Background: an optimization exercise with open tools, aiming at small area. Do not read the settings as production practice.
The RTL was checked by simulation tests, not by an equivalence proof against the original design.
Power is estimated from default activity; no workload was simulated.

### config.mk
export PLATFORM = sky130hd
export DESIGN_NAME = ula
export DESIGN_NICKNAME = ula
export VERILOG_FILES = /design/flow/design.v
export SDC_FILE = /design/flow/constraint.sdc
export NUM_CORES = 4
export LEC_CHECK = 0
export ABC_AREA = 1
export CAP_MARGIN = 20
export CORE_MARGIN = 2
export CORE_UTILIZATION = 40
export SLEW_MARGIN = 20
### constraint.sdc
create_clock -name core_clock -period 200.0 [get_ports {CLK}]
set_input_delay 40.0000 -clock core_clock [delete_from_list [all_inputs] [get_ports {CLK}]]
set_output_delay 40.0000 -clock core_clock [all_outputs]
set_load 0.01 [all_outputs]
### design.v
module decoder(clk, rst, infra_vr, done, key);
input clk;
input rst;
input infra_vr;
output done;
output [7:0] key;
reg [1:0] st;           
reg [11:0] cnt;         
reg bc;                 
reg [5:0] pos;          
reg [7:0] sr;           
reg invb;               
reg mism;               
reg dr, db, done;
wire s_inf  = ~st[0] & ~st[1];
wire s_lead = st[0];
wire s_read = st[1];
wire hit200  = (cnt == 12'd200);
wire hit415  = (cnt & 12'd415)  == 12'd415;
wire hit2101 = (cnt & 12'd2101) == 12'd2101;
wire hit2301 = (cnt & 12'd2301) == 12'd2301;
wire hit2621 = (cnt & 12'd2621) == 12'd2621;
wire p32 = pos[5] & ~pos[0];
wire p33 = pos[5] & pos[0];
wire trans = s_inf ? hit2301 : s_lead ? hit2101 : (hit2621 | p33);
wire cond = s_inf ? ~infra_vr : infra_vr;
wire shift = s_read & hit200 & ~pos[5];
wire phb   = pos[4] & pos[3];                        
wire ge25  = pos[5] | (pos[4] & pos[3] & (pos[2] | pos[1] | pos[0]));
wire setc  = s_read & hit415;
always @(posedge clk) begin
	if (rst) begin
		st <= 2'b00;
	end else if (trans) begin
		st <= {s_lead, s_inf};
	end
	if (rst | ~bc | trans)
		cnt <= 12'd0;
	else
		cnt <= cnt + 1'b1;
	bc <= ~rst & ~trans & cond;
	if (rst | ~s_read)
		pos <= 6'd0;
	else if (hit200)
		pos <= pos + 1'b1;
	if (shift) begin
		sr <= {phb & sr[0], sr[7:1]};
		invb <= 1'b0;
		mism <= ge25 & (mism | (invb == sr[7]));
	end else if (setc) begin
		if (ge25) invb <= 1'b1;
		else sr[7] <= 1'b1;
	end
	dr <= ~rst & p32 & ~mism & (invb ^ sr[7]);
	db <= ~rst & dr;
	done <= ~rst & db;
end
assign key = sr;
endmodule
module all_in (CLK, rst, key_ok, key, A0, A1, B0, B1, C0, C1, C2, signA, signB, negC);
input CLK, rst, key_ok;
input [7:0] key;
output [6:0] A0, A1, B0, B1, C0, C1, C2;
output signA, signB, negC;
localparam [2:0] W0 = 3'd0, WA = 3'd1, WB = 3'd2, EA1 = 3'd3, EA2 = 3'd4, EB1 = 3'd5, EB2 = 3'd6;
localparam [15:0] CNT_END = 16'h290F;    
function [6:0] seg;
	input [3:0] d;
	case (d)
		4'd0: seg = 7'b0000001;
		4'd1: seg = 7'b1001111;
		4'd2: seg = 7'b0010010;
		4'd3: seg = 7'b0000110;
		4'd4: seg = 7'b1001100;
		4'd5: seg = 7'b0100100;
		4'd6: seg = 7'b0100000;
		4'd7: seg = 7'b0001111;
		4'd8: seg = 7'b0000000;
		4'd9: seg = 7'b0000100;
		default: seg = 7'b1111111;
	endcase
endfunction
function [3:0] nines;
	input [3:0] d;
	nines = 4'd9 - d;
endfunction
reg [2:0] q;
reg soma, sa, sb;
reg [3:0] at, au, bt, bu;
reg flag, ja;
reg [15:0] count;
wire on = ~(at[3] & at[2]);
wire kd  = (key[7:4] == 4'd0) & (key[3:0] <= 4'd9);
wire k12 = key == 8'h12;
wire k0F = key == 8'h0F;
wire k13 = key == 8'h13;
wire k10 = key == 8'h10;
wire k1A = key == 8'h1A;
wire k1E = key == 8'h1E;
wire k0C = key == 8'h0C;
wire qw = (q == W0) | (q == WA) | (q == WB);
wire lock = k12 |
	(qw & on & (k0F | k13 | k10 | k1A | k1E | (k0C & ((q == WA) | (q == WB))))) |
	(((q == EA1) | (q == EA2) | (q == EB1)) & (k0C | kd)) |
	((q == EB2) & kd);
reg [2:0] nq;
reg nsoma, nsa, nsb;
reg [3:0] nat, nau, nbt, nbu;
always @* begin
	nq = q; nsoma = soma; nsa = sa; nsb = sb;
	nat = at; nau = au; nbt = bt; nbu = bu;
	if (k12) begin
		if (on) begin
			nat = 4'hF; nau = 4'hF; nbt = 4'hF; nbu = 4'hF;
			nsa = 1'b0; nsb = 1'b0;
			case (q)
				EA1, EB1: nq = W0;
				EA2: nq = WA;
				EB2: nq = WB;
				default: nq = q;
			endcase
		end else begin
			nat = 4'd0; nau = 4'd0; nbt = 4'd0; nbu = 4'd0;
		end
	end else begin
		case (q)
			EA1: begin
				if (k0C) nsa = ~sa;
				else begin nat = key[3:0]; nq = EA2; end
			end
			EA2: begin
				if (k0C) nsa = ~sa;
				else begin nau = key[3:0]; nq = WA; end
			end
			EB1: begin
				if (k0C) nsb = ~sb;
				else begin nbt = key[3:0]; nq = EB2; end
			end
			EB2: begin
				nbu = key[3:0]; nq = WB;
			end
			default: begin
				if (k0F) begin nat = 4'd0; nau = 4'd0; nsa = 1'b0; nq = EA1; end
				else if (k13) begin nbt = 4'd0; nbu = 4'd0; nsb = 1'b0; nq = EB1; end
				else if (k10) begin nat = 4'd0; nau = 4'd0; nbt = 4'd0; nbu = 4'd0; nsa = 1'b0; nsb = 1'b0; nq = W0; end
				else if (k1A) begin nsoma = 1'b1; nq = W0; end
				else if (k1E) begin nsoma = 1'b0; nq = W0; end
				else begin  
					if (q == WA) nsa = ~sa;
					else nsb = ~sb;
				end
			end
		endcase
	end
end
wire [2:0] cq = ja ? nq : q;
wire csoma = ja ? nsoma : soma;
wire csa = ja ? nsa : sa;
wire csb = ja ? nsb : sb;
wire [3:0] cat = ja ? nat : at;
wire [3:0] cau = ja ? nau : au;
wire [3:0] cbt = ja ? nbt : bt;
wire [3:0] cbu = ja ? nbu : bu;
wire cnt_end = count == CNT_END;
always @(posedge CLK) begin
	if (rst) begin
		q <= W0; soma <= 1'b1; sa <= 1'b0; sb <= 1'b0;
		at <= 4'hF; au <= 4'hF; bt <= 4'hF; bu <= 4'hF;
		flag <= 1'b0; ja <= 1'b0;
	end else begin
		q <= cq; soma <= csoma; sa <= csa; sb <= csb;
		at <= cat; au <= cau; bt <= cbt; bu <= cbu;
		ja <= ~flag & key_ok & lock;
		if (flag) flag <= ~cnt_end;
		else flag <= key_ok & lock;
	end
	if (flag)
		count <= {count[14:0], ~(count[15] ^ count[14] ^ count[12] ^ count[3])};
	else
		count <= 16'd0;
end
assign A0 = seg(cat);
assign A1 = seg(cau);
assign B0 = seg(cbt);
assign B1 = seg(cbu);
assign signA = csa;
assign signB = csb;
wire sub = sa ^ sb ^ ~soma;
wire gt = {at, au} > {bt, bu};
wire [3:0] bt2 = sub ? nines(bt) : bt;
wire [3:0] bu2 = sub ? nines(bu) : bu;
wire cin = sub & gt;
wire [4:0] xu = au + bu2 + cin;
wire cu = xu > 5'd9;
wire [3:0] su = cu ? xu[3:0] + 4'd6 : xu[3:0];
wire [4:0] xt = at + bt2 + cu;
wire ct = xt > 5'd9;
wire [3:0] stt = ct ? xt[3:0] + 4'd6 : xt[3:0];
wire cmp = sub & ~gt;
wire [3:0] ru = cmp ? nines(su) : su;
wire [3:0] rt = cmp ? nines(stt) : stt;
wire rh = ~sub & ct;
wire nz = rh | (ru != 4'd0) | (rt != 4'd0);
assign negC = on & (sa ^ cmp) & nz;
assign C0 = on ? {rh, 2'b00, rh, rh, rh, 1'b1} : 7'b1111111;
assign C1 = on ? seg(rt) : 7'b1111111;
assign C2 = on ? seg(ru) : 7'b1111111;
endmodule
module ula (infra, CLK, rst, A0, A1, B0, B1, C0, C1, C2, signA, signB, signC);
input infra, CLK, rst;
output [6:0] A0, A1, B0, B1, C0, C1, C2;
output signA, signB, signC;
wire key_ok;
wire [7:0] key;
wire negC;
decoder hope (.clk(CLK), .rst(rst), .infra_vr(infra), .done(key_ok), .key(key));
all_in inst (.CLK(CLK), .rst(rst), .key_ok(key_ok), .key(key), .A0(A0), .A1(A1), .B0(B0), .B1(B1),
             .C0(C0), .C1(C1), .C2(C2), .signA(signA), .signB(signB), .negC(negC));
assign signC = ~negC;
endmodule
### run.sh
#!/bin/bash
# synth_recipe.tcl (not shown) runs the flow's synth.tcl, then flattens the netlist and writes it again
# the make line also repeats each setting of config.mk as NAME=value (left out here)
make -C /OpenROAD-flow-scripts/flow DESIGN_CONFIG=/design/flow/config.mk WORK_HOME=/design/flow/orfs CLKGATE_MAP_FILE= SYNTH_SCRIPT=/design/flow/synth_recipe.tcl finish
==> results of run 1 <==
-- metal layers --
layer | wire (um) | up-vias | GRT usage [%]
met5 | 0 | - | 0
met4 | 323 | 0 | 7.822
met3 | 873 | 28 | 2.513
met2 | 6579 | 161 | 29.22
met1 | 7223 | 2620 | 26.70
li1 | - | 3119 | -
-- sequential cells by signal, summed over array words and instances, names as in the netlist, 2 cells and up --
signal	flops
inst.count	16
hope.st	2
inst.q	3
hope.sr	8
inst.at	4
inst.bu	4
inst.bt	4
hope.pos	6
hope.cnt	12
inst.au	4
-- worst paths after layout --
path | end | slack [ps] | cells past startpoint
setup / recovery | C1[3] | 153390 | 31
hold / removal | hope.done$_DFF_P_ | 400 | 2
setup reg to reg | inst.bt[0]$_SDFF_PP1_ | 197380 | 8
hold reg to reg | hope.done$_DFF_P_ | 400 | 2
-- cell families after synthesis --
logic type      share of synthesized area [%]
compound gates                          7.849
xor+xnor                                2.452
fa+ha+maj                               12.86
buf+inv                                 10.40
flops                                   25.88
other cells                           0.06175
simple gates                            40.50
-- worst max-delay path: cells and delay by family (launching register included) --
family	cells	cell delay, ps
and+or+nand+nor	20	2140
adders and majority gates	6	2530
DFF	1	460
buffers and inverters	4	790
AOI/OAI and AO/OA	1	350
-- area by class of cell --
| cell class | count | area, sq um |
|---|---|---|
| inverters | 145 | 546.8 |
| fillers | 1613 | 7979 |
| repair buffers | 54 | 538.0 |
| clock buffers | 10 | 229.0 |
| multi-input cells | 713 | 3870 |
| flip-flops and latches | 74 | 1572 |
| well taps | 188 | 235.2 |
| clock inverters | 6 | 63.81 |
-- per-stage QoR --
stage / hold slack (ps) / worst slack [ps] / util [%]
finish: 400.1 / 153390 / 46.92
global route: 433.6 / 152730 / 46.92
CTS: 403.9 / 153320 / 46.92
detailed placement: 395.5 / 153690 / 44.98
global placement: 394.7 / 153840 / 44.98
floorplan: 388.3 / 154750 / -
-- layout by cell type (no fill, tap or decap), types with 4 or more instances in the layout --
cell type        netlist  routed
nor3_1                 9       9
o21ai_0               25      25
nand2_1              295     295
inv_1                133     133
nor2_2                 4       4
clkbuf_16              0       9
nor2_1                76      76
xnor2_1                7       7
edfxtp_1               9       9
nand2_2               18      18
dfxtp_1               65      65
fa_1                   4       4
xor2_1                10      10
ha_1                  56      56
nand4_1               10      10
inv_2                 10      10
nand3b_1              17      17
nor4_1                 5       5
nand3_2                5       5
clkdlybuf4s50_1        0      53
a21oi_2                4       4
nand3_1              109     109
a21oi_1               29      29
-- power by group --
part	internal [uW]	leakage (uW)	switching (uW)	total [uW]
clock network	9.69	0.000147	6.38	16.1
registers	15.0	0.000625	0.0125	15.0
logic	0.0692	0.00274	0.188	0.260
total	24.8	0.00351	6.58	31.4
==> flow_metrics.env, run 1 <==
export IMPL_synth_commonest_cells="nand2_1 (295), inv_1 (133), nand3_1 (109)"
export IMPL_ios=55
export IMPL_clk_latency_ps=340
export IMPL_ys_warn_count=2
export IMPL_fin_skew_ps=6.958
export IMPL_grt_pass1_wl_um=25010
export IMPL_grtUsageTotal_pct=18.92
export IMPL_cts_setup_buffers=0
export IMPL_yosysMostFrequentCell="nand2_1"
export IMPL_finalCriticalPeriod_ps=46610
export IMPL_fin_nets=1060
export IMPL_hold_start="hope.db$_DFF_P_"
export IMPL_p_total_uw=31.35
export IMPL_cts_max_level=3
export IMPL_drv_cap=0
export IMPL_design_core_area_sq_um=15030
export IMPL_hpwl_um=11730
export IMPL_ant_nets=0
export IMPL_cts_path_max_buffers=2
export IMPL_die_w_um=127.2
export IMPL_max_vdd_ir_drop_mv=0.004798
export IMPL_synth_area_sq_um=6073
export IMPL_setup_violations_final=0
export IMPL_fmax_ghz=0.02146
export IMPL_rows=45
export IMPL_drive_above_1_share_pct=6.587
export IMPL_gp_routability_congestion=0.9231
export IMPL_holdBufCountCts=0
export IMPL_place_inst=1174
export IMPL_synthArstFlopShare_pct=0
export IMPL_yosysTopAreaCell="dfxtp_1"
export IMPL_pwr_density_cell_nw_per_um2=4.445
export IMPL_crit_path_max_fanout=6
export IMPL_syn_nets=1010
export IMPL_critPathCaptureType="output port"
export IMPL_syn_inst=947
export IMPL_vias_per_cell=4.982
export IMPL_place_area_sq_um=6761
export IMPL_area_growth_pct=16.15
export IMPL_worstPathRequired_ps=160000
export IMPL_p_leak_uw=0.003515
export IMPL_critPathKind="reg2out"
export IMPL_slew_violations=0
export IMPL_crit_path_max_incr_delay_ps=570
export IMPL_final_cells=1190
export IMPL_synth_edf_count=9
export IMPL_cts_buffers=9
export IMPL_clock_root_buffer="clkbuf_16"
export IMPL_worst_setup_path_start_kind="register"
export IMPL_relSlewSlack_pct=47.87
export IMPL_cpMaxStageDelayCell="fa_1"
export IMPL_hold_violations=0
export IMPL_grt_antenna_before_repair=0
export IMPL_initial_utilization_pct=40.40
export IMPL_vias=5928
export IMPL_wire_per_inst_um=12.60
export IMPL_io_buffer_count=53
export IMPL_ys_ff_latch=74
export IMPL_hp_class="reg2reg"
export IMPL_grt_pass1_vias=5308
export IMPL_r2r_start="hope.sr[3]$_DFFE_PP_"
export IMPL_first_pass_iters=6
export IMPL_totalWireLength_um=15000
export IMPL_grt_max_degree=22
export IMPL_fin_area_sq_um=7054
export IMPL_cts_resized=0
export IMPL_ys_top_cells_by_area="dfxtp_1 (21%), nand2_1 (18%), ha_1 (12%)"
export IMPL_post_route_period_util_pct=23.30
export IMPL_yosysTopAreaCellShare_pct=21.43
export IMPL_synth_cell_types=49
export IMPL_num_antenna_cells=0
export IMPL_synthFlopType="dfxtp_1"
export IMPL_drtIter0Drc=478
export IMPL_outcome="timing/DRC/antenna clean"
export IMPL_path_clk_slew_ps=60
export IMPL_cp_startpoint="inst.bt[1]$_SDFF_PP1_"
export IMPL_cts_tree="built"
export IMPL_ys_seq_area_share_pct=25.88
export IMPL_drcViolationCount=0
export IMPL_dieHeight_um=127.2
export IMPL_overflow=0
export IMPL_die_area_sq_um=16180
export IMPL_max_slew_worst_pin_slew_ps=781.1
export IMPL_postSynthAreaPerCell_sq_um=6.413
export IMPL_cp_data_arrival_time_ps=6610
export IMPL_grt_setup_unrepaired="no"
export IMPL_cpMostUsedCell="nand2_1"
export IMPL_cts_sinks=74
export IMPL_tns_ps=0
==> inputs of run 2 (changes only) <==
==> flow/run.sh (new file) <==
#!/bin/bash
# Own layout flow: the standard synthesis, then its combinational logic remapped for area
# with ABC (registers kept as they are, same names and cells), then the standard layout
# steps with plain buf_1 port buffers.
set -euo pipefail
W=$(pwd)
F=$W/flow
LIB=$FLOW_HOME/platforms/sky130hd/lib/sky130_fd_sc_hd__tt_025C_1v80.lib
YOSYS=$FLOW_HOME/../tools/install/yosys/bin/yosys
R=$W/orfs/results/sky130hd/ula/base

bash standard.sh synth > $W/std_synth.log 2>&1
cp $R/1_2_yosys.v $W/std_netlist.v

# remap the combinational logic
python3 $F/gen_models.py $LIB $W/std_netlist.v $W/models_in.v
DU=$(sed 's/^/-dont_use /' $F/dontuse.txt | tr '\n' ' ')
cat > $W/resyn.ys <<EOT
read_verilog $W/models_in.v
read_verilog $W/std_netlist.v
hierarchy -top $FLOW_TOP
flatten
opt_clean -purge
techmap
opt -fast
abc -script $F/resyn.abc -liberty $LIB $DU
opt_clean -purge
hilomap -singleton -hicell sky130_fd_sc_hd__conb_1 HI -locell sky130_fd_sc_hd__conb_1 LO
opt_clean -purge
splitnets
opt_clean -purge
stat -liberty $LIB
write_verilog -noattr -noexpr -nohex -nodec $W/resyn_netlist.v
EOT
$YOSYS -s $W/resyn.ys > $W/resyn.log 2>&1

# check: same registers, and combinationally equivalent to the standard netlist
ok=1
grep -oE "sky130_fd_sc_hd__\w*df\w* \S+" $W/std_netlist.v | sort > $W/regs_std.txt
grep -oE "sky130_fd_sc_hd__\w*df\w* \S+" $W/resyn_netlist.v | sort > $W/regs_resyn.txt
cmp -s $W/regs_std.txt $W/regs_resyn.txt || ok=0
if [[ $ok == 1 ]]; then
  cat $W/std_netlist.v $W/resyn_netlist.v > $W/both_netlists.v
  python3 $F/gen_models.py $LIB $W/both_netlists.v $W/models_eq.v
  python3 $F/cutff.py $W/std_netlist.v $W/eq_gold.v gold
  python3 $F/cutff.py $W/resyn_netlist.v $W/eq_gate.v gate
  cat > $W/eq.ys <<EOT
read_verilog $W/models_eq.v
read_verilog $W/eq_gold.v
read_verilog $W/eq_gate.v
flatten gold gate
select -set ports gold/i:* gold/o:* gate/i:* gate/o:*
rename -hide gold/w:* gate/w:* @ports %d
opt_clean -purge
equiv_make gold gate eq
hierarchy -top eq
equiv_simple
equiv_status -assert
EOT
  $YOSYS -s $W/eq.ys > $W/eq.log 2>&1 || ok=0
fi
if [[ $ok == 1 ]]; then
  echo "resynthesis equivalent; using it" > $W/resyn_used.txt
  cp $W/resyn_netlist.v $R/1_2_yosys.v
  touch $R/1_2_yosys.v
else
  echo "resynthesis not used" > $W/resyn_used.txt
fi

bash standard.sh "BUFFER_PORTS_ARGS=-buffer_cell sky130_fd_sc_hd__buf_1" finish > $W/layout.log 2>&1
==> flow/cutff.py (new file) <==
#!/usr/bin/env python3
"""Turn a yosys-written gate netlist into a combinational one: every flip-flop instance is
removed, its Q net becomes input port, its D/DE nets output ports, named after the instance.
usage: cutff.py IN OUT MODNAME"""
import re, sys
src, dst, modname = sys.argv[1:4]
s = open(src).read()
inst_re = re.compile(r'^\s*(sky130_fd_sc_hd__\w*df\w*)\s+(\S+)\s*\((.*?)\);\s*$', re.M | re.S)
ports_in, ports_out, assigns = [], [], []
def canon(n):
    return 'ff_' + re.sub(r'[^A-Za-z0-9_]', '_', n)
def repl(m):
    cell, inst, body = m.groups()
    conns = dict((p, n.strip()) for p, n in re.findall(r'\.(\w+)\(([^()]*)\)', body))
    c = canon(inst)
    ports_in.append(c + '_Q')
    assigns.append(f'  assign {conns["Q"]} = {c}_Q ;')
    for p in ('D', 'DE'):
        if p in conns:
            ports_out.append(f'{c}_{p}')
            assigns.append(f'  assign {c}_{p} = {conns[p]} ;')
    return ''
s = inst_re.sub(repl, s)
m = re.search(r'module\s+(\w+)\s*\((.*?)\);', s, re.S)
newhdr = f'module {modname}({m.group(2)}, ' + ', '.join(ports_in + ports_out) + ');\n' + \
    ''.join(f'  input {p};\n' for p in ports_in) + ''.join(f'  output {p};\n' for p in ports_out)
s = s[:m.start()] + newhdr + s[m.end():]
i = s.rindex('endmodule')
s = s[:i] + '\n'.join(assigns) + '\n' + s[i:]
open(dst, 'w').write(s)
==> flow/dontuse.txt (new file) <==
sky130_fd_sc_hd__probe_p_8
sky130_fd_sc_hd__probec_p_8
sky130_fd_sc_hd__lpflow_bleeder_1
sky130_fd_sc_hd__lpflow_clkbufkapwr_1
sky130_fd_sc_hd__lpflow_clkbufkapwr_16
sky130_fd_sc_hd__lpflow_clkbufkapwr_2
sky130_fd_sc_hd__lpflow_clkbufkapwr_4
sky130_fd_sc_hd__lpflow_clkbufkapwr_8
sky130_fd_sc_hd__lpflow_clkinvkapwr_1
sky130_fd_sc_hd__lpflow_clkinvkapwr_16
sky130_fd_sc_hd__lpflow_clkinvkapwr_2
sky130_fd_sc_hd__lpflow_clkinvkapwr_4
sky130_fd_sc_hd__lpflow_clkinvkapwr_8
sky130_fd_sc_hd__lpflow_decapkapwr_12
sky130_fd_sc_hd__lpflow_decapkapwr_3
sky130_fd_sc_hd__lpflow_decapkapwr_4
sky130_fd_sc_hd__lpflow_decapkapwr_6
sky130_fd_sc_hd__lpflow_decapkapwr_8
sky130_fd_sc_hd__lpflow_inputiso0n_1
sky130_fd_sc_hd__lpflow_inputiso0p_1
sky130_fd_sc_hd__lpflow_inputiso1n_1
sky130_fd_sc_hd__lpflow_inputiso1p_1
sky130_fd_sc_hd__lpflow_inputisolatch_1
sky130_fd_sc_hd__lpflow_isobufsrc_1
sky130_fd_sc_hd__lpflow_isobufsrc_16
sky130_fd_sc_hd__lpflow_isobufsrc_2
sky130_fd_sc_hd__lpflow_isobufsrc_4
sky130_fd_sc_hd__lpflow_isobufsrc_8
sky130_fd_sc_hd__lpflow_isobufsrckapwr_16
sky130_fd_sc_hd__lpflow_lsbuf_lh_hl_isowell_tap_1
sky130_fd_sc_hd__lpflow_lsbuf_lh_hl_isowell_tap_2
sky130_fd_sc_hd__lpflow_lsbuf_lh_hl_isowell_tap_4
sky130_fd_sc_hd__lpflow_lsbuf_lh_isowell_4
sky130_fd_sc_hd__lpflow_lsbuf_lh_isowell_tap_1
sky130_fd_sc_hd__lpflow_lsbuf_lh_isowell_tap_2
sky130_fd_sc_hd__lpflow_lsbuf_lh_isowell_tap_4
sky130_fd_sc_hd__fill_1
sky130_fd_sc_hd__fill_2
sky130_fd_sc_hd__fill_4
sky130_fd_sc_hd__fill_8
==> flow/gen_models.py (new file) <==
#!/usr/bin/env python3
"""Write Verilog models of the liberty cells a netlist uses: combinational cells as
assign statements (from the liberty 'function'), sequential cells as blackbox stubs.
usage: gen_models.py LIB NETLIST OUT"""
import re, sys

lib, netlist, out = sys.argv[1:4]
txt = open(lib).read()
used = set(re.findall(r'\b(sky130_fd_sc_hd__\w+)\s+\S+\s*\(', open(netlist).read()))

def blocks(s, kw):
    """yield (name, body) for each 'kw (name) { body }' at top level of s"""
    for m in re.finditer(r'\b' + kw + r'\s*\(\s*"?([^")]*)"?\s*\)\s*\{', s):
        i = m.end(); depth = 1
        while depth:
            c = s[i]
            if c == '{': depth += 1
            elif c == '}': depth -= 1
            i += 1
        yield m.group(1), s[m.end():i - 1], m.start(), i

def tover(f):
    f = f.replace('!', '~').replace("'", '')
    # juxtaposition = AND: insert & between operands separated by space
    f = re.sub(r'([\w\)])\s+(?=[\w\(~])', r'\1 & ', f)
    return f

cells = {}
for name, body, s0, s1 in blocks(txt, 'cell'):
    if name in used:
        cells[name] = body

o = open(out, 'w')
for name, body in sorted(cells.items()):
    # strip nested pin blocks
    pins = []
    for pname, pbody, a, b in blocks(body, 'pin'):
        d = re.search(r'direction\s*:\s*"?(\w+)"?', pbody).group(1)
        fn = re.search(r'\bfunction\s*:\s*"([^"]*)"', pbody)
        pins.append((pname, d, fn.group(1) if fn else None))
    seq = re.search(r'\b(ff|latch|statetable)\s*\(', body) is not None
    ports = [p[0] for p in pins]
    if seq:
        o.write('(* blackbox *)\n')
    o.write(f'module {name} ({", ".join(ports)});\n')
    for p, d, fn in pins:
        o.write(f'  {"input" if d == "input" else "output"} {p};\n')
    if not seq:
        for p, d, fn in pins:
            if d == 'output':
                assert fn, (name, p)
                o.write(f'  assign {p} = {tover(fn)};\n')
    o.write('endmodule\n\n')
==> flow/resyn.abc (new file) <==
strash
&get -n
&fraig -x
&put
dc2
strash
&get -n
&dch -f
&nf -R 1000
&put
==> standard.sh (new file) <==
#!/bin/bash
# synth_recipe.tcl (not shown) runs the flow's synth.tcl, then flattens the netlist and writes it again
# the make line also repeats each setting of config.mk as NAME=value (left out here)
make -C /OpenROAD-flow-scripts/flow DESIGN_CONFIG=/design/flow/config.mk WORK_HOME=/design/flow/orfs CLKGATE_MAP_FILE= SYNTH_SCRIPT=/design/flow/synth_recipe.tcl "${@:-finish}"
--- a/config.mk
+++ b/config.mk
@@ -10,3 +10,4 @@
 export CORE_MARGIN = 2
 export CORE_UTILIZATION = 40
+export CTS_BUF_LIST = sky130_fd_sc_hd__clkbuf_4
 export SLEW_MARGIN = 20
removed: run.sh
==> run 2 against run 1 <==
Compared with the run above: still clean on timing, DRC and antenna; first-iteration DRC count decreased by 40%; cell count fell by 33%; clock skew rose by 11 ps; worst setup slack gained 170 ps; wire length decreased by 26%; global-route usage decreased by 0.17 points; die area shrank 27%; core utilization decreased by 1.0 points; critical path depth shrank 5; critical endpoint is now C1[5]; largest power group is now registers.
==> flow_metrics.env, run 2 <==
export IMPL_vias=4358
export IMPL_critPathCaptureType="output port"
export IMPL_cts_tree="built"
export IMPL_rows=38
export IMPL_design_core_area_sq_um=10790
export IMPL_drv_cap=0
export IMPL_fin_skew_ps=17.49
export IMPL_critPathKind="reg2out"
export IMPL_regMostFlops="inst.count"
export IMPL_hp_class="reg2reg"
export IMPL_drcViolationCount=0
export IMPL_synth_area_sq_um=4414
export IMPL_combPwrFrac_pct=0.8
export IMPL_ios=55
export IMPL_fmax_ghz=0.02154
export IMPL_ys_warn_count=2
export IMPL_setup_ws_ps=153560
export IMPL_syn_nets=593
export IMPL_max_slew_worst_pin_slew_ps=777.3
export IMPL_crit_path_max_fanout=8
export IMPL_relSlewSlack_pct=47.63
export IMPL_overflow=0
export IMPL_cts_sinks=74
export IMPL_syn_inst=590
export IMPL_vias_per_cell=5.454
export IMPL_die_area_sq_um=11890
export IMPL_pwr_share_seq_pct=58.6
export IMPL_dieHeight_um=109.1
export IMPL_max_vdd_ir_drop_mv=0.003369
export IMPL_clock_root_buffer="clkbuf_4"
export IMPL_hpwl_um=8299
export IMPL_cts_resized=0
export IMPL_postSynthAreaPerCell_sq_um=7.482
export IMPL_grt_antenna_before_repair=0
export IMPL_grt_setup_unrepaired="no"
export IMPL_crit_path_max_incr_delay_ps=510
export IMPL_p_switching_uw=5.505
export IMPL_switching_share_pct=21.49
export IMPL_outcome="timing/DRC/antenna clean"
export IMPL_power_internal_uw=20.11
export IMPL_area_growth_pct=12.22
export IMPL_ant_nets=0
export IMPL_wire_per_inst_um=13.83
export IMPL_grt_pass1_vias=3843
export IMPL_place_area_sq_um=4796
export IMPL_drive_above_1_share_pct=2.276
export IMPL_hold_violations=0
export IMPL_holdBufCountCts=0
export IMPL_pwr_density_cell_nw_per_um2=5.172
export IMPL_grtUsageTotal_pct=18.75
export IMPL_num_antenna_cells=0
export IMPL_drtIter0Drc=288
export IMPL_place_inst=784
export IMPL_hold_depth=1
export IMPL_path_clk_slew_ps=120
export IMPL_tns_ps=0
export IMPL_gp_routability_congestion=0.9115
export IMPL_initial_utilization_pct=40.90
export IMPL_grt_pass1_wl_um=17890
export IMPL_finalCriticalPeriod_ps=46440
export IMPL_p_leak_uw=0.001675
export IMPL_power_frac_clock_pct=40.6
export IMPL_reg2regPathDepth=9
export IMPL_first_pass_iters=5
export IMPL_final_common_cell="nand2_1"
export IMPL_die_w_um=109.1
export IMPL_cpMostUsedCell="o21ai_0"
export IMPL_cp_data_arrival_time_ps=6440
export IMPL_layout_common_cells="nand2_1 (84), nor2_1 (69), dfxtp_1 (65), a21oi_1 (55), buf_1 (53)"
export IMPL_post_route_period_util_pct=23.22
export IMPL_final_cells=799
export IMPL_fin_area_sq_um=4954
export IMPL_cpMaxStageDelayCell="dfxtp_1"
export IMPL_cts_path_max_buffers=2
export IMPL_preCtsSetupSlack_ps=154060
export IMPL_fin_nets=658
export IMPL_worstPathRequired_ps=160000
export IMPL_grt_max_degree=22
export IMPL_slew_violations=0
export IMPL_cts_max_level=3
export IMPL_totalWireLength_um=11050
export IMPL_worst_setup_path_start_kind="register"
export IMPL_cts_setup_buffers=0
export IMPL_largest_reg_flops=16
export IMPL_largestRegisters="inst.count (16), hope.cnt (12), hope.sr (8)"
export IMPL_setup_violations_final=0
export IMPL_io_buffer_count=53
export IMPL_clk_latency_ps=410
export IMPL_cts_buffers=9
run 2: final cells by class:
type / count / area, sq um
fillers: 1104 / 5839
inverters: 19 / 71.32
repair buffers: 54 / 206.4
clock inverters: 6 / 90.09
flip-flops and latches: 74 / 1572
multi-input cells: 497 / 2771
well taps: 140 / 175.2
clock buffers: 9 / 67.56
run 2: final timing paths:
path | start | slack [ps] | endpoint
setup / recovery | inst.au[3]$_SDFF_PP1_ | 153560 | C1[5]
hold / removal | hope.dr$_DFF_P_ | 460 | hope.db$_DFF_P_
setup reg to reg | hope.sr[7]$_SDFFCE_PN1P_ | 196920 | inst.at[0]$_SDFF_PP1_
hold reg to reg | hope.dr$_DFF_P_ | 460 | hope.db$_DFF_P_
run 2: routing by layer:
layer  global-route usage (%)  vias to the layer above  wire length, um
li1                         -                     2216                -
met1                    24.15                     2013             5159
met2                    31.77                      117             5232
met3                    2.809                       12              516
met4                    6.593                        0              139
met5                        0                        -                0
run 2: worst max-delay path: cells and delay by family, from the launching register on:
kind / cells / cell delay [ps]
and+or+nand+nor: 6 / 550
buffers and inverters: 1 / 170
xor gates and xnor gates: 3 / 870
DFF: 1 / 510
adders and majority gates: 4 / 1440
AOI/OAI and AO/OA: 12 / 2460
run 2: power groups by stage:
stage,Sequential (uW),Clock [uW],Combinational (uW)
after floorplan,15.3,0,0.106
after global placement,15.4,0,0.204
after detailed placement,15.4,0,0.205
after CTS,15.0,10.7,0.206
after global routing,15.0,11.3,0.227
final,15.0,10.4,0.203
run 2: metrics by stage:
stage / utilization, % / total power [uW] / hold WS [ps]
floorplan: - / 15.45 / 413.8
global placement: 44.44 / 15.55 / 426.7
detailed placement: 44.44 / 15.56 / 443.8
CTS: 45.90 / 25.93 / 464.8
global route: 45.90 / 26.59 / 476.6
finish: 45.90 / 25.62 / 461.1
==> inputs of run 3 (changes only) <==
==> flow/run.sh (replaced) <==
#!/bin/bash
# Own layout flow: the standard synthesis, then its combinational logic remapped for area
# with ABC (registers kept as they are, same names and cells), then the standard layout
# steps with plain buf_1 port buffers.
set -euo pipefail
W=$(pwd)
F=$W/flow
LIB=$FLOW_HOME/platforms/sky130hd/lib/sky130_fd_sc_hd__tt_025C_1v80.lib
YOSYS=$FLOW_HOME/../tools/install/yosys/bin/yosys
R=$W/orfs/results/sky130hd/ula/base

bash standard.sh synth > $W/std_synth.log 2>&1
cp $R/1_2_yosys.v $W/std_netlist.v

python3 $F/gen_models.py $LIB $W/std_netlist.v $W/models_in.v
DU=$(sed 's/^/-dont_use /' $F/dontuse.txt | tr '\n' ' ')
grep -oE "sky130_fd_sc_hd__\w*df\w* \S+" $W/std_netlist.v | sort > $W/regs_std.txt || true
python3 $F/cutff.py $W/std_netlist.v $W/eq_gold.v gold
echo "resynthesis not used" > $W/resyn_used.txt
for S in resyn resyn_fallback; do
  cat > $W/$S.ys <<EOT
read_verilog $W/models_in.v
read_verilog $W/std_netlist.v
hierarchy -top $FLOW_TOP
flatten
opt_clean -purge
techmap
opt -fast
abc -script $F/$S.abc -liberty $LIB $DU
opt_clean -purge
hilomap -singleton -hicell sky130_fd_sc_hd__conb_1 HI -locell sky130_fd_sc_hd__conb_1 LO
opt_clean -purge
splitnets
opt_clean -purge
stat -liberty $LIB
write_verilog -noattr -noexpr -nohex -nodec $W/${S}_netlist.v
EOT
  $YOSYS -s $W/$S.ys > $W/$S.log 2>&1 || continue
  grep -oE "sky130_fd_sc_hd__\w*df\w* \S+" $W/${S}_netlist.v | sort > $W/regs_$S.txt || true
  cmp -s $W/regs_std.txt $W/regs_$S.txt || continue
  cat $W/std_netlist.v $W/${S}_netlist.v > $W/both_$S.v
  python3 $F/gen_models.py $LIB $W/both_$S.v $W/models_eq_$S.v
  python3 $F/cutff.py $W/${S}_netlist.v $W/eq_gate_$S.v gate
  cat > $W/eq_$S.ys <<EOT
read_verilog $W/models_eq_$S.v
read_verilog $W/eq_gold.v
read_verilog $W/eq_gate_$S.v
flatten gold gate
select -set ports gold/i:* gold/o:* gate/i:* gate/o:*
rename -hide gold/w:* gate/w:* @ports %d
opt_clean -purge
equiv_make gold gate eq
hierarchy -top eq
equiv_simple
equiv_status -assert
EOT
  $YOSYS -s $W/eq_$S.ys > $W/eq_$S.log 2>&1 || continue
  echo "used $S: equivalent to the standard netlist" > $W/resyn_used.txt
  cp $W/${S}_netlist.v $R/1_2_yosys.v
  touch $R/1_2_yosys.v
  break
done

bash standard.sh "BUFFER_PORTS_ARGS=-buffer_cell sky130_fd_sc_hd__buf_1" finish > $W/layout.log 2>&1
==> flow/resyn.abc (replaced) <==
strash
&get -n
&fraig -x
&put
dc2
&get -n
&deepsyn -T 60
&put
&get -n
&dch -f
&nf -R 1000
&put
topo
==> flow/resyn_fallback.abc (new file) <==
strash
&get -n
&fraig -x
&put
dc2
strash
&get -n
&dch -f
&nf -R 1000
&put
--- a/config.mk
+++ b/config.mk
@@ -9,5 +9,5 @@
 export CAP_MARGIN = 20
 export CORE_MARGIN = 2
-export CORE_UTILIZATION = 40
-export CTS_BUF_LIST = sky130_fd_sc_hd__clkbuf_4
+export CORE_UTILIZATION = 50
+export CTS_BUF_LIST = sky130_fd_sc_hd__clkbuf_4 sky130_fd_sc_hd__clkbuf_8
 export SLEW_MARGIN = 20
==> run 3 against run 2 <==
Compared with the run above: sequential cell count unchanged; via count decreased by 13%; clock skew decreased by 5.3 ps; clock power increased by 12%; power increased by 5.2%; die area decreased by 26%; design area decreased by 7.9%; critical endpoint is now C1[6]; largest power group unchanged.
==> flow_metrics.env, run 3 <==
export IMPL_drv_cap=0
export IMPL_combPwrFrac_pct=0.8
export IMPL_die_area_sq_um=8797
export IMPL_syn_inst=514
export IMPL_p_switching_uw=5.993
export IMPL_fmax_ghz=0.02118
export IMPL_cpMostUsedCell="nor2_1"
export IMPL_cts_tree="built"
export IMPL_hold_violations=0
export IMPL_outcome="timing/DRC/antenna clean"
export IMPL_grt_pass1_vias=3389
export IMPL_cpMaxStageDelayCell="xor2_1"
export IMPL_cts_sinks=74
export IMPL_hp_class="reg2reg"
export IMPL_hpwl_um=7258
export IMPL_reg2regPathDepth=10
export IMPL_power_frac_clock_pct=43.5
export IMPL_vias=3806
export IMPL_p_leak_uw=0.001684
export IMPL_critPathCaptureType="output port"
export IMPL_regToRegEndpoint="inst.bu[2]$_SDFF_PP1_"
export IMPL_io_buffer_count=53
export IMPL_whs_endpoint="hope.done$_DFF_P_"
export IMPL_overflow=0
export IMPL_pwr_share_seq_pct=55.7
export IMPL_grt_setup_unrepaired="no"
export IMPL_cts_resized=0
export IMPL_largest_reg_flops=16
export IMPL_cpLargestDelayFamily="simple AND/OR/NAND/NOR gates"
export IMPL_drcViolationCount=0
export IMPL_final_common_cell="nand2_1"
export IMPL_setup_violations_final=0
export IMPL_holdBufCountCts=0
export IMPL_switching_share_pct=22.23
export IMPL_design_core_area_sq_um=7767
export IMPL_place_inst=670
export IMPL_ff2ff_setup_slack_ps=196750
export IMPL_syn_nets=517
export IMPL_synth_area_sq_um=4031
export IMPL_drtIter0Drc=214
export IMPL_max_slew_worst_pin_slew_ps=875.9
export IMPL_cts_path_max_buffers=2
export IMPL_slew_violations=0
export IMPL_path_clk_slew_ps=80
export IMPL_ant_nets=0
export IMPL_clk_latency_ps=350
export IMPL_num_fill_cells=769
export IMPL_ios=55
export IMPL_area_growth_pct=13.19
export IMPL_critPathKind="reg2out"
export IMPL_power_internal_uw=20.96
export IMPL_ys_warn_count=2
export IMPL_largestRegisters="inst.count (16), hope.cnt (12), hope.sr (8)"
export IMPL_totalWireLength_um=9572
export IMPL_path_buf_inv=2
export IMPL_crit_path_max_incr_delay_ps=420
export IMPL_vias_per_cell=5.548
export IMPL_grtUsageTotal_pct=22.62
export IMPL_initial_utilization_pct=51.90
export IMPL_wire_per_inst_um=13.95
export IMPL_final_cells=686
export IMPL_clock_root_buffer="clkbuf_8"
export IMPL_worst_setup_path_start_kind="register"
export IMPL_hold_depth=1
export IMPL_hold_start="hope.db$_DFF_P_"
export IMPL_regMostFlops="inst.count"
export IMPL_cts_setup_buffers=0
export IMPL_crit_path_max_fanout=6
export IMPL_holdWs_ps=439.3
export IMPL_grt_antenna_before_repair=0
export IMPL_cts_max_level=3
export IMPL_first_pass_iters=4
export IMPL_gp_routability_congestion=0.8659
export IMPL_rows=32
export IMPL_pwr_density_cell_nw_per_um2=5.908
export IMPL_grt_pass1_wl_um=16010
export IMPL_final_core_util_pct=58.75
export IMPL_tns_ps=0
export IMPL_relSlewSlack_pct=41.35
export IMPL_fin_skew_ps=12.22
export IMPL_post_route_period_util_pct=23.61
export IMPL_grt_max_degree=19
export IMPL_fin_nets=582
export IMPL_worstPathRequired_ps=160000
export IMPL_cts_buffers=9
export IMPL_finalCriticalPeriod_ps=47210
export IMPL_r2r_start="hope.sr[7]$_SDFFCE_PN1P_"
export IMPL_p_total_uw=26.96
export IMPL_die_w_um=93.79
export IMPL_postSynthAreaPerCell_sq_um=7.843
export IMPL_layout_common_cells="nand2_1 (67), nor2_1 (66), dfxtp_1 (65), buf_1 (53), a21oi_1 (36)"
export IMPL_drive_above_1_share_pct=2.911
export IMPL_max_vdd_ir_drop_mv=0.004320
export IMPL_num_antenna_cells=0
export IMPL_cp_data_arrival_time_ps=7210
export IMPL_dieHeight_um=93.79
==> run 3: power by group through the flow <==
stage                     Sequential, uW  Combinational, uW  Clock [uW]
final                               15.0              0.228        11.7
after global routing                15.0              0.256        12.8
after CTS                           15.0              0.230        11.9
after detailed placement            15.4              0.228           0
after global placement              15.4              0.229           0
after floorplan                     15.4              0.125           0
==> run 3: how the worst max path moves through the flow <==
stage                                from     to  slack [ps]  cells after the start
floorplan           inst.au[3]$_SDFF_PP1_  C1[6]      154110                     36
global placement    inst.au[3]$_SDFF_PP1_  C1[6]      153660                     37
detailed placement  inst.au[3]$_SDFF_PP1_  C1[6]      153300                     37
CTS                 inst.au[3]$_SDFF_PP1_  C1[6]      152900                     37
global route        inst.bu[0]$_SDFF_PP1_  C1[6]      151900                     37
finish              inst.au[3]$_SDFF_PP1_  C1[6]      152790                     37
==> run 3: routing by layer <==
metal / global-route usage, % / share of wire (%) / vias up
met5: 0 / 0 / -
met4: 5.072 / 0.80 / 0
met3: 4.735 / 5.1 / 7
met2: 35.54 / 44 / 89
met1: 31.99 / 50 / 1754
li1: - / - / 1956
==> run 3: metrics by stage <==
stage / worst slack, ps / area [sq um]
final: 152790 / 4563
after global routing: 151900 / 4563
after CTS: 152900 / 4563
after detailed placement: 153300 / 4365
after global placement: 153660 / 4365
after floorplan: 154110 / 4031
==> run 3: area by class of cell <==
class | instances | area [sq um] | area share, %
Clock buffer | 10 | 131.4 | 2.879
Inverter | 17 | 63.81 | 1.398
Clock inverter | 6 | 66.31 | 1.453
Timing Repair Buffer | 54 | 206.4 | 4.524
Sequential cell | 74 | 1572 | 34.44
Multi-Input combinational cell | 423 | 2396 | 52.51
Tap cell | 102 | 127.6 | 2.797
==> inputs of run 4 (changes only) <==
==> design.v (replaced) <==
module decoder(clk, rst, infra_vr, done, key);
input clk;
input rst;
input infra_vr;
output done;
output [7:0] key;
reg [1:0] st;           
reg [11:0] cnt;         
reg bc;                 
reg [5:0] pos;          
reg [7:0] sr;           
reg invb;               
reg mism;               
reg dr, db, done;
wire s_inf  = ~st[0] & ~st[1];
wire s_lead = st[0];
wire s_read = st[1];
wire hit200  = (cnt == 12'he14);
wire hit415  = (cnt == 12'h8e8);
wire hit2101 = (cnt == 12'h5a2);
wire hit2301 = (cnt == 12'hb4e);
wire hit2621 = (cnt == 12'h190);
wire p32 = pos[5] & ~pos[0];
wire p33 = pos[5] & pos[0];
wire trans = s_inf ? hit2301 : s_lead ? hit2101 : (hit2621 | p33);
wire cond = s_inf ? ~infra_vr : infra_vr;
wire shift = s_read & hit200 & ~pos[5];
wire phb   = pos[4] & pos[3];                        
wire ge25  = pos[5] | (pos[4] & pos[3] & (pos[2] | pos[1] | pos[0]));
wire setc  = s_read & hit415;
always @(posedge clk) begin
	if (rst) begin
		st <= 2'b00;
	end else if (trans) begin
		st <= {s_lead, s_inf};
	end
	if (rst | ~bc | trans)
		cnt <= 12'd0;
	else
		cnt <= {~cnt[10:0], ~(cnt[11] ^ cnt[10] ^ cnt[9] ^ cnt[3])};
	bc <= ~rst & ~trans & cond;
	if (rst | ~s_read)
		pos <= 6'd0;
	else if (hit200)
		pos <= pos + 1'b1;
	if (shift) begin
		sr <= {phb & sr[0], sr[7:1]};
		invb <= 1'b0;
		mism <= ge25 & (mism | (invb == sr[7]));
	end else if (setc) begin
		if (ge25) invb <= 1'b1;
		else sr[7] <= 1'b1;
	end
	dr <= ~rst & p32 & ~mism & (invb ^ sr[7]);
	db <= ~rst & dr;
	done <= ~rst & db;
end
assign key = sr;
endmodule
module all_in (CLK, rst, key_ok, key, A0, A1, B0, B1, C0, C1, C2, signA, signB, negC);
input CLK, rst, key_ok;
input [7:0] key;
output [6:0] A0, A1, B0, B1, C0, C1, C2;
output signA, signB, negC;
localparam [15:0] CNT_END = 16'hE705;    
function [6:0] seg_ab;
	input [3:0] d;
	case (d)
		4'd0: seg_ab = 7'b0000001;
		4'd1: seg_ab = 7'b1001111;
		4'd2: seg_ab = 7'b0010010;
		4'd3: seg_ab = 7'b0000110;
		4'd4: seg_ab = 7'b1001100;
		4'd5: seg_ab = 7'b0100100;
		4'd6: seg_ab = 7'b0100000;
		4'd7: seg_ab = 7'b0001111;
		4'd8: seg_ab = 7'b0000000;
		4'd9: seg_ab = 7'b0000100;
		4'd10: seg_ab = 7'b0010000;
		4'd11: seg_ab = 7'b0011110;
		4'd12: seg_ab = 7'b1001000;
		4'd13: seg_ab = 7'b1100100;
		4'd14: seg_ab = 7'b1110000;
		default: seg_ab = 7'b1111111;
	endcase
endfunction
function [6:0] seg_c;
	input [3:0] d;
	case (d)
		4'd0: seg_c = 7'b0000001;
		4'd1: seg_c = 7'b1001111;
		4'd2: seg_c = 7'b0010010;
		4'd3: seg_c = 7'b0000110;
		4'd4: seg_c = 7'b1001100;
		4'd5: seg_c = 7'b0100100;
		4'd6: seg_c = 7'b0100000;
		4'd7: seg_c = 7'b0001111;
		4'd8: seg_c = 7'b0000000;
		4'd9: seg_c = 7'b0000100;
		4'd10: seg_c = 7'b0010000;
		4'd11: seg_c = 7'b0001110;
		4'd12: seg_c = 7'b0001000;
		4'd13: seg_c = 7'b0100100;
		4'd14: seg_c = 7'b0100000;
		default: seg_c = 7'b0001111;
	endcase
endfunction
reg [2:0] q;
reg soma, sa, sb;
reg [3:0] at, au, bt, bu;
reg idle;               
reg ja;                 
reg [15:0] count;
wire on = ~(at[3] & at[2]);
wire kd  = (key[7:4] == 4'd0) & (key[3:0] <= 4'd9);
wire k12 = key == 8'h12;
wire k0F = key == 8'h0F;
wire k13 = key == 8'h13;
wire k10 = key == 8'h10;
wire k1A = key == 8'h1A;
wire k1E = key == 8'h1E;
wire k0C = key == 8'h0C;
wire lock = k12 |
	(~q[2] & on & (k0F | k13 | k10 | k1A | k1E | (k0C & q[0]))) |
	(q[2] & (kd | (k0C & ~(q[1] & q[0]))));
wire p12 = key[4] & ~key[3] & key[1] & ~key[0];
wire p0C = ~key[4] & key[3] & key[2] & ~key[0];
wire pd  = ~key[4] & ~(key[3] & key[2]);
wire p0F = ~key[4] & key[0];
wire p13 = key[4] & key[0];
wire p10 = key[4] & ~key[1];
wire p1A = key[4] & key[3] & ~key[2];
wire p1E = key[4] & key[2];
wire w = ~q[2];
wire blank = p12 & on;
wire clrA = (p12 & ~on) | (w & (p0F | p10));
wire clrB = (p12 & ~on) | (w & (p13 | p10));
wire ldd = q[2] & pd;
function [3:0] ndig;
	input [3:0] cur;
	input ld, clr, blk;
	input [3:0] k;
	ndig = ld ? k : clr ? 4'd0 : blk ? 4'hF : cur;
endfunction
wire [3:0] nat = ndig(at, ldd & ~q[1] & ~q[0], clrA, blank, key[3:0]);
wire [3:0] nau = ndig(au, ldd & ~q[1] & q[0], clrA, blank, key[3:0]);
wire [3:0] nbt = ndig(bt, ldd & q[1] & ~q[0], clrB, blank, key[3:0]);
wire [3:0] nbu = ndig(bu, ldd & q[1] & q[0], clrB, blank, key[3:0]);
reg [2:0] nq;
always @* begin
	if (p12) nq = on ? {1'b0, q[1] & q[0], q[0]} : q;
	else if (q[2]) nq = p0C ? q : q[0] ? {1'b0, q[1], q[0]} : {q[2], q[1], 1'b1};
	else if (p0F) nq = 3'b100;
	else if (p13) nq = 3'b110;
	else if (p0C) nq = q;
	else nq = 3'b000;
end
wire nsa = (blank | (w & (p0F | p10))) ? 1'b0 : (p0C & ~q[1]) ? ~sa : sa;
wire nsb = (blank | (w & (p13 | p10))) ? 1'b0 : (p0C & q[1]) ? ~sb : sb;
wire nsoma = (w & p1A) ? 1'b1 : (w & p1E) ? 1'b0 : soma;
wire [3:0] cat = ja ? nat : at;
wire [3:0] cau = ja ? nau : au;
wire [3:0] cbt = ja ? nbt : bt;
wire [3:0] cbu = ja ? nbu : bu;
wire csa = ja ? nsa : sa;
wire csb = ja ? nsb : sb;
always @(posedge CLK) begin
	if (rst) begin
		q <= 3'b000; soma <= 1'b1; sa <= 1'b0; sb <= 1'b0;
		at <= 4'hF; au <= 4'hF; bt <= 4'hF; bu <= 4'hF;
		idle <= 1'b1; ja <= 1'b0;
	end else begin
		if (ja) begin
			q <= nq; soma <= nsoma;
		end
		sa <= csa; sb <= csb;
		at <= cat; au <= cau; bt <= cbt; bu <= cbu;
		ja <= idle & key_ok & lock;
		if (~idle) idle <= count == CNT_END;
		else idle <= ~(key_ok & lock);
	end
	if (~idle)
		count <= {~count[14:0], ~(count[15] ^ count[14] ^ count[12] ^ count[3])};
	else
		count <= 16'd0;
end
assign A0 = seg_ab(cat);
assign A1 = seg_ab(cau);
assign B0 = seg_ab(cbt);
assign B1 = seg_ab(cbu);
assign signA = csa;
assign signB = csb;
wire sub = sa ^ sb ^ ~soma;
wire gt = {at, au} > {bt, bu};
wire cmp = sub & ~gt;
wire cin = sub & gt;
wire [3:0] yu = {sub ? ~(bu[3] | bu[2] | bu[1]) : bu[3], bu[2] ^ (sub & bu[1]), bu[1], bu[0] ^ sub};
wire [3:0] yt = {sub ? ~(bt[3] | bt[2] | bt[1]) : bt[3], bt[2] ^ (sub & bt[1]), bt[1], bt[0] ^ sub};
wire [4:0] zu = au + yu + cin;
wire cu = zu[4] | (zu[3] & (zu[2] | zu[1]));
wire [3:0] su = {cu ? zu[4] & zu[1] : zu[3], cu ? (zu[2] & zu[1]) | (zu[4] & ~zu[1]) : zu[2], zu[1] ^ cu, zu[0]};
wire [4:0] zt = at + yt + cu;
wire ct = zt[4] | (zt[3] & (zt[2] | zt[1]));
wire [3:0] st = {ct ? zt[4] & zt[1] : zt[3], ct ? (zt[2] & zt[1]) | (zt[4] & ~zt[1]) : zt[2], zt[1] ^ ct, zt[0]};
wire [3:0] ru = {cmp ? ~(su[3] | su[2] | su[1]) : su[3], su[2] ^ (cmp & su[1]), su[1], su[0] ^ cmp};
wire [3:0] rt = {cmp ? ~(st[3] | st[2] | st[1]) : st[3], st[2] ^ (cmp & st[1]), st[1], st[0] ^ cmp};
wire rh = ~sub & ct;
wire nz = rh | (ru != 4'd0) | (rt != 4'd0);
assign negC = on & (sa ^ cmp) & nz;
assign C0 = on ? {rh, 2'b00, rh, rh, rh, 1'b1} : 7'b1111111;
assign C1 = on ? seg_c(rt) : 7'b1111111;
assign C2 = on ? seg_c(ru) : 7'b1111111;
endmodule
module ula (infra, CLK, rst, A0, A1, B0, B1, C0, C1, C2, signA, signB, signC);
input infra, CLK, rst;
output [6:0] A0, A1, B0, B1, C0, C1, C2;
output signA, signB, signC;
wire key_ok;
wire [7:0] key;
wire negC;
decoder hope (.clk(CLK), .rst(rst), .infra_vr(infra), .done(key_ok), .key(key));
all_in inst (.CLK(CLK), .rst(rst), .key_ok(key_ok), .key(key), .A0(A0), .A1(A1), .B0(B0), .B1(B1),
             .C0(C0), .C1(C1), .C2(C2), .signA(signA), .signB(signB), .negC(negC));
assign signC = ~negC;
endmodule
--- a/config.mk
+++ b/config.mk
@@ -11,3 +11,5 @@
 export CORE_UTILIZATION = 50
 export CTS_BUF_LIST = sky130_fd_sc_hd__clkbuf_4 sky130_fd_sc_hd__clkbuf_8
+export CTS_CLUSTER_DIAMETER = 150
+export CTS_CLUSTER_SIZE = 40
 export SLEW_MARGIN = 20
==> run 4 against run 3 <==
Compared with the run above: largest power group unchanged; critical path depth down 9; core utilization increased by 1.1 points; wire length down 10%; worst setup slack improved by 900 ps; synthesized area fell by 4.7%; sequential power about the same; clock power is essentially flat; clock skew is 3.3 ps higher.
==> flow_metrics.env, run 4 <==
export IMPL_max_vdd_ir_drop_mv=0.005755
export IMPL_rows=31
export IMPL_regMostFlops="inst.count"
export IMPL_power_frac_clock_pct=42.8
export IMPL_worst_setup_path_start_kind="register"
export IMPL_post_route_period_util_pct=23.16
export IMPL_fin_skew_ps=15.48
export IMPL_crit_path_max_incr_delay_ps=480
export IMPL_num_antenna_cells=0
export IMPL_initial_utilization_pct=52.38
export IMPL_die_area_sq_um=8397
export IMPL_die_w_um=91.64
export IMPL_outcome="timing/DRC/antenna clean"
export IMPL_hp_class="reg2reg"
export IMPL_area_growth_pct=14.21
export IMPL_grt_max_degree=33
export IMPL_path_clk_slew_ps=80
export IMPL_pwr_share_seq_pct=55.8
export IMPL_drive_above_1_share_pct=3.480
export IMPL_vias_per_cell=5.485
export IMPL_gp_routability_congestion=0.8644
export IMPL_postSynthAreaPerCell_sq_um=8.084
export IMPL_worstPathRequired_ps=160000
export IMPL_critPathKind="reg2out"
export IMPL_cpMostUsedCell="o21ai_0"
export IMPL_combPwrFrac_pct=1.4
export IMPL_final_common_cell="nor2_1"
export IMPL_largest_reg_flops=16
export IMPL_totalWireLength_um=8608
export IMPL_design_core_area_sq_um=7331
export IMPL_cts_sinks=74
export IMPL_power_internal_uw=21.39
export IMPL_cpMaxStageDelayCell="dfxtp_1"
export IMPL_ios=55
export IMPL_layout_common_cells="nor2_1 (73), dfxtp_1 (65), buf_1 (53), nand2_1 (41), a21oi_1 (31)"
export IMPL_drcViolationCount=0
export IMPL_wire_per_inst_um=13.35
export IMPL_finalCriticalPeriod_ps=46320
export IMPL_cts_resized=0
export IMPL_grt_antenna_before_repair=0
export IMPL_hold_violations=0
export IMPL_io_buffer_count=53
export IMPL_slew_violations=0
export IMPL_syn_inst=475
export IMPL_cts_path_max_buffers=2
export IMPL_clock_root_buffer="clkbuf_8"
export IMPL_ant_nets=0
export IMPL_syn_nets=478
export IMPL_dieHeight_um=91.64
export IMPL_cts_tree="built"
export IMPL_relSlewSlack_pct=37.87
export IMPL_grt_pass1_vias=3364
export IMPL_crit_path_max_fanout=8
export IMPL_grt_setup_unrepaired="no"
export IMPL_grt_pass1_wl_um=14970
export IMPL_cp_data_arrival_time_ps=6320
export IMPL_largestRegisters="inst.count (16), hope.cnt (12), hope.sr (8)"
export IMPL_synth_area_sq_um=3840
export IMPL_cts_setup_buffers=0
export IMPL_fin_nets=544
export IMPL_clk_latency_ps=350
export IMPL_cts_buffers=9
export IMPL_p_leak_uw=0.001580
export IMPL_grtUsageTotal_pct=21.80
export IMPL_place_inst=629
export IMPL_critPathCaptureType="output port"
export IMPL_first_pass_iters=4
export IMPL_tns_ps=0
export IMPL_ys_warn_count=2
export IMPL_p_switching_uw=5.857
export IMPL_drv_cap=0
export IMPL_holdBufCountCts=0
export IMPL_final_core_util_pct=59.82
export IMPL_setup_violations_final=0
export IMPL_max_slew_worst_pin_slew_ps=924.3
export IMPL_fmax_ghz=0.02159
export IMPL_drtIter0Drc=200
export IMPL_setup_ws_ps=153680
export IMPL_switching_share_pct=21.50
export IMPL_vias=3538
export IMPL_overflow=0
export IMPL_preCtsSetupSlack_ps=154070
export IMPL_hpwl_um=6398
export IMPL_pwr_density_cell_nw_per_um2=6.212
export IMPL_final_cells=645
export IMPL_cts_max_level=3
-- run 4: worst max-delay path, delay by kind of cell (launching register included) --
family | cells | cell delay (ps)
AOI/OAI and AO/OA | 14 | 2600
and+or+nand+nor | 7 | 940
adders and majority gates | 2 | 820
muxes | 2 | 530
DFF | 1 | 480
xor gates and xnor gates | 2 | 460
buffers and inverters | 1 | 170
-- run 4: stage by stage --
stage	cell area [sq um]	power (uW)	hold WS, ps
final	4385	27.24	407.1
after global routing	4385	28.21	430.9
after CTS	4385	27.54	410.7
after detailed placement	4184	15.93	396.3
after global placement	4184	15.93	393.5
after floorplan	3840	15.75	385.5
-- run 4: path summary, 6_finish.rpt --
| path | start | end | slack [ps] | depth (start not counted) |
|---|---|---|---|---|
| hold reg to reg | inst.count[10]$_SDFF_PP0_ | inst.count[11]$_SDFF_PP0_ | 410 | 1 |
| hold / removal | inst.count[10]$_SDFF_PP0_ | inst.count[11]$_SDFF_PP0_ | 410 | 1 |
| setup reg to reg | hope.sr[3]$_DFFE_PP_ | inst.bu[1]$_SDFF_PP1_ | 197280 | 6 |
| setup / recovery | inst.bu[1]$_SDFF_PP1_ | C1[4] | 153680 | 28 |
-- run 4: power by group through the flow --
stage               combinational (uW)  sequential [uW]  clock, uW
finish                           0.379             15.2       11.7
global route                     0.430             15.2       12.6
CTS                              0.385             15.2       12.0
detailed placement               0.385             15.5          0
global placement                 0.377             15.5          0
floorplan                        0.231             15.5          0
-- run 4: per-layer routing --
metal | track usage, % | vias to the layer above | share of wire [%]
li1 | - | 1842 | -
met5 | 0 | - | 0
met3 | 4.930 | 9 | 4.2
met1 | 26.52 | 1619 | 47
met4 | 8.207 | 0 | 1.3
met2 | 37.50 | 68 | 48
-- run 4: layout make-up --
class | count | area [sq um]
Multi-Input combinational cell | 378 | 2188
Tap cell | 99 | 123.9
Sequential cell | 74 | 1572
Clock inverter | 5 | 62.56
Inverter | 23 | 86.33
Clock buffer | 11 | 138.9
Fill cell | 692 | 2945
Timing Repair Buffer | 55 | 214.0
==> inputs of run 5 (changes only) <==
--- a/config.mk
+++ b/config.mk
@@ -11,5 +11,3 @@
 export CORE_UTILIZATION = 50
 export CTS_BUF_LIST = sky130_fd_sc_hd__clkbuf_4 sky130_fd_sc_hd__clkbuf_8
-export CTS_CLUSTER_DIAMETER = 150
-export CTS_CLUSTER_SIZE = 40
 export SLEW_MARGIN = 20
==> run 5 against run 4 <==
Compared with the run above: still clean on timing, DRC and antenna; clock skew did not move; global-route usage did not move; combinational power barely moved; hold slack did not move; register-to-register slack barely moved; first-iteration DRC count did not move; synthesized cell count did not move; sequential power barely moved; count of clock-buffer cells in the layout did not move; design area did not move; critical endpoint unchanged.
==> flow_metrics.env, run 5 <==
export IMPL_worst_setup_path_start_kind="register"
export IMPL_cpMaxStageDelayCell="dfxtp_1"
export IMPL_finalCriticalPeriod_ps=46320
export IMPL_cts_resized=0
export IMPL_fin_area_sq_um=4385
export IMPL_crit_path_max_fanout=8
export IMPL_hold_violations=0
export IMPL_largestRegisters="inst.count (16), hope.cnt (12), hope.sr (8)"
export IMPL_io_buffer_count=53
export IMPL_fin_skew_ps=15.48
export IMPL_syn_inst=475
export IMPL_path_buf_inv=1
export IMPL_overflow=0
export IMPL_globalRouteMet2Util_pct=37.50
export IMPL_die_w_um=91.64
export IMPL_ios=55
export IMPL_cts_max_level=3
export IMPL_max_slew_worst_pin_slew_ps=924.3
export IMPL_cp_startpoint="inst.bu[1]$_SDFF_PP1_"
export IMPL_r2r_start="hope.sr[3]$_DFFE_PP_"
export IMPL_grt_antenna_before_repair=0
export IMPL_ff2ff_setup_slack_ps=197280
export IMPL_drv_cap=0
export IMPL_postSynthAreaPerCell_sq_um=8.084
export IMPL_rows=31
export IMPL_grt_pass1_wl_um=14970
export IMPL_vias=3538
export IMPL_vias_per_cell=5.485
export IMPL_cts_setup_buffers=0
export IMPL_critPathKind="reg2out"
export IMPL_path_clk_slew_ps=80
export IMPL_die_area_sq_um=8397
export IMPL_fin_nets=544
export IMPL_place_area_sq_um=4184
export IMPL_max_vdd_ir_drop_mv=0.005755
export IMPL_clk_latency_ps=350
export IMPL_fmax_ghz=0.02159
export IMPL_ys_warn_count=2
export IMPL_relSlewSlack_pct=37.87
export IMPL_tns_ps=0
export IMPL_final_common_cell="nor2_1"
export IMPL_grtUsageTotal_pct=21.80
export IMPL_drcViolationCount=0
export IMPL_post_route_period_util_pct=23.16
export IMPL_slew_violations=0
export IMPL_gr_max_usage_layer="met2"
export IMPL_holdWs_ps=407.1
export IMPL_grt_setup_unrepaired="no"
export IMPL_num_antenna_cells=0
export IMPL_reg2regPathDepth=6
export IMPL_cp_data_arrival_time_ps=6320
export IMPL_synth_area_sq_um=3840
export IMPL_totalWireLength_um=8608
export IMPL_syn_nets=478
export IMPL_hpwl_um=6398
export IMPL_clock_root_buffer="clkbuf_8"
export IMPL_p_leak_uw=0.001580
export IMPL_critPathCaptureType="output port"
export IMPL_cts_sinks=74
export IMPL_cts_path_max_buffers=2
export IMPL_critical_path_endpoint="C1[4]"
export IMPL_outcome="timing/DRC/antenna clean"
export IMPL_drive_above_1_share_pct=3.480
export IMPL_cp_depth=28
export IMPL_setup_violations_final=0
export IMPL_pwr_density_cell_nw_per_um2=6.212
export IMPL_crit_path_max_incr_delay_ps=480
export IMPL_layout_common_cells="nor2_1 (73), dfxtp_1 (65), buf_1 (53), nand2_1 (41), a21oi_1 (31)"
export IMPL_dieHeight_um=91.64
export IMPL_grt_pass1_vias=3364
export IMPL_design_core_area_sq_um=7331
export IMPL_area_growth_pct=14.21
export IMPL_ant_nets=0
export IMPL_largest_reg_flops=16
export IMPL_initial_utilization_pct=52.38
export IMPL_grt_use_met3_pct=4.930
export IMPL_cpLargestDelayFamily="compound AO/OA/AOI/OAI gates"
export IMPL_first_pass_iters=4
export IMPL_drtIter0Drc=200
export IMPL_use_met1_pct=26.52
export IMPL_holdBufCountCts=0
export IMPL_regToRegEndpoint="inst.bu[1]$_SDFF_PP1_"
export IMPL_gp_routability_congestion=0.8644
export IMPL_regMostFlops="inst.count"
export IMPL_hp_class="reg2reg"
export IMPL_worstPathRequired_ps=160000
export IMPL_cpMostUsedCell="o21ai_0"
export IMPL_cts_buffers=9
export IMPL_grt_max_degree=33
export IMPL_cts_tree="built"
export IMPL_wire_per_inst_um=13.35
## run 5: metal layers
layer / up-vias / wire length [um]
met1: 1619 / 4038
met4: 0 / 110
met5: - / 0
met2: 68 / 4095
met3: 9 / 363
li1: 1842 / -
## run 5: worst reg2reg max path: stages (launching register included)
cell	delay, ps
edfxtp_1	620
nand2_1	200
nand3_1	160
nor3_1	540
nor3_1	280
a221oi_1	710
nand2b_1	100
## run 5: stage by stage
step	power (uW)	cells	util, %	setup slack (ps)
after detailed placement	15.93	629	57.07	154070
final	27.24	645	59.82	153680
after floorplan	15.75	475	-	154450
after global placement	15.93	629	57.07	154310
after CTS	27.54	645	59.82	153670
after global routing	28.21	645	59.82	153100
## run 5: where the power goes
group          internal (uW)  leakage [uW]  switching, uW  total, uW
clock                   6.14      0.000105           5.52       11.7
sequential              15.1      0.000631          0.118       15.2
combinational          0.163      0.000843          0.215      0.379
## run 5: worst min path at each step
stage / slack (ps) / endpoint / start / cells past startpoint
CTS: 410 / inst.count[11]$_SDFF_PP0_ / inst.count[10]$_SDFF_PP0_ / 1
global placement: 390 / inst.count[6]$_SDFF_PP0_ / inst.count[5]$_SDFF_PP0_ / 1
detailed placement: 400 / inst.count[9]$_SDFF_PP0_ / inst.count[8]$_SDFF_PP0_ / 1
floorplan: 390 / inst.count[5]$_SDFF_PP0_ / inst.count[4]$_SDFF_PP0_ / 1
global route: 430 / inst.count[8]$_SDFF_PP0_ / inst.count[7]$_SDFF_PP0_ / 1
finish: 410 / inst.count[11]$_SDFF_PP0_ / inst.count[10]$_SDFF_PP0_ / 1
## run 5: cell type report
type	instances	area [sq um]
clock buffer	11	138.9
clock inverter	5	62.56
fill	692	2945
inverter	23	86.33
multi-input combinational	378	2188
sequential	74	1572
tap	99	123.9
timing repair buffer	55	214.0

afterwards: timing with drivers on the ports:
How much do the figures lean on ideal ports? The routed layouts below were timed once more, with nothing changed but the port constraints.
Step 1 (the two cells are an assumption about what drives the block):
set clk [get_ports {CLK}]
set_driving_cell -lib_cell sky130_fd_sc_hd__clkbuf_16 $clk
set_driving_cell -lib_cell sky130_fd_sc_hd__buf_2 [delete_from_list [all_inputs] $clk]
Step 2, shift: input delay + t, output delay - t, t = (earliest + latest rising clock arrival at the registers) / 2. This alone moves slack from input paths to output paths.
a / b / c = ideal / step 1 / step 2; a / b = the first two.
| run | shift t [ns] | slack for setup (ns) | hold slack, ns |
|---|---|---|---|
| run 1 | 0.378 | 153.391 / 153.349 / 153.727 | 0.400 / 0.400 / 0.400 |
| run 2 | 0.434 | 153.564 / 153.536 / 153.970 | 0.461 / 0.461 / 0.461 |
| run 3 | 0.373 | 152.789 / 152.757 / 153.130 | 0.439 / 0.439 / 0.439 |
| run 4 | 0.373 | 153.684 / 153.651 / 154.025 | 0.407 / 0.407 / 0.407 |
| run 5 | 0.373 | 153.684 / 153.651 / 154.025 | 0.407 / 0.407 / 0.407 |
After both steps setup and hold are still met in every run listed.
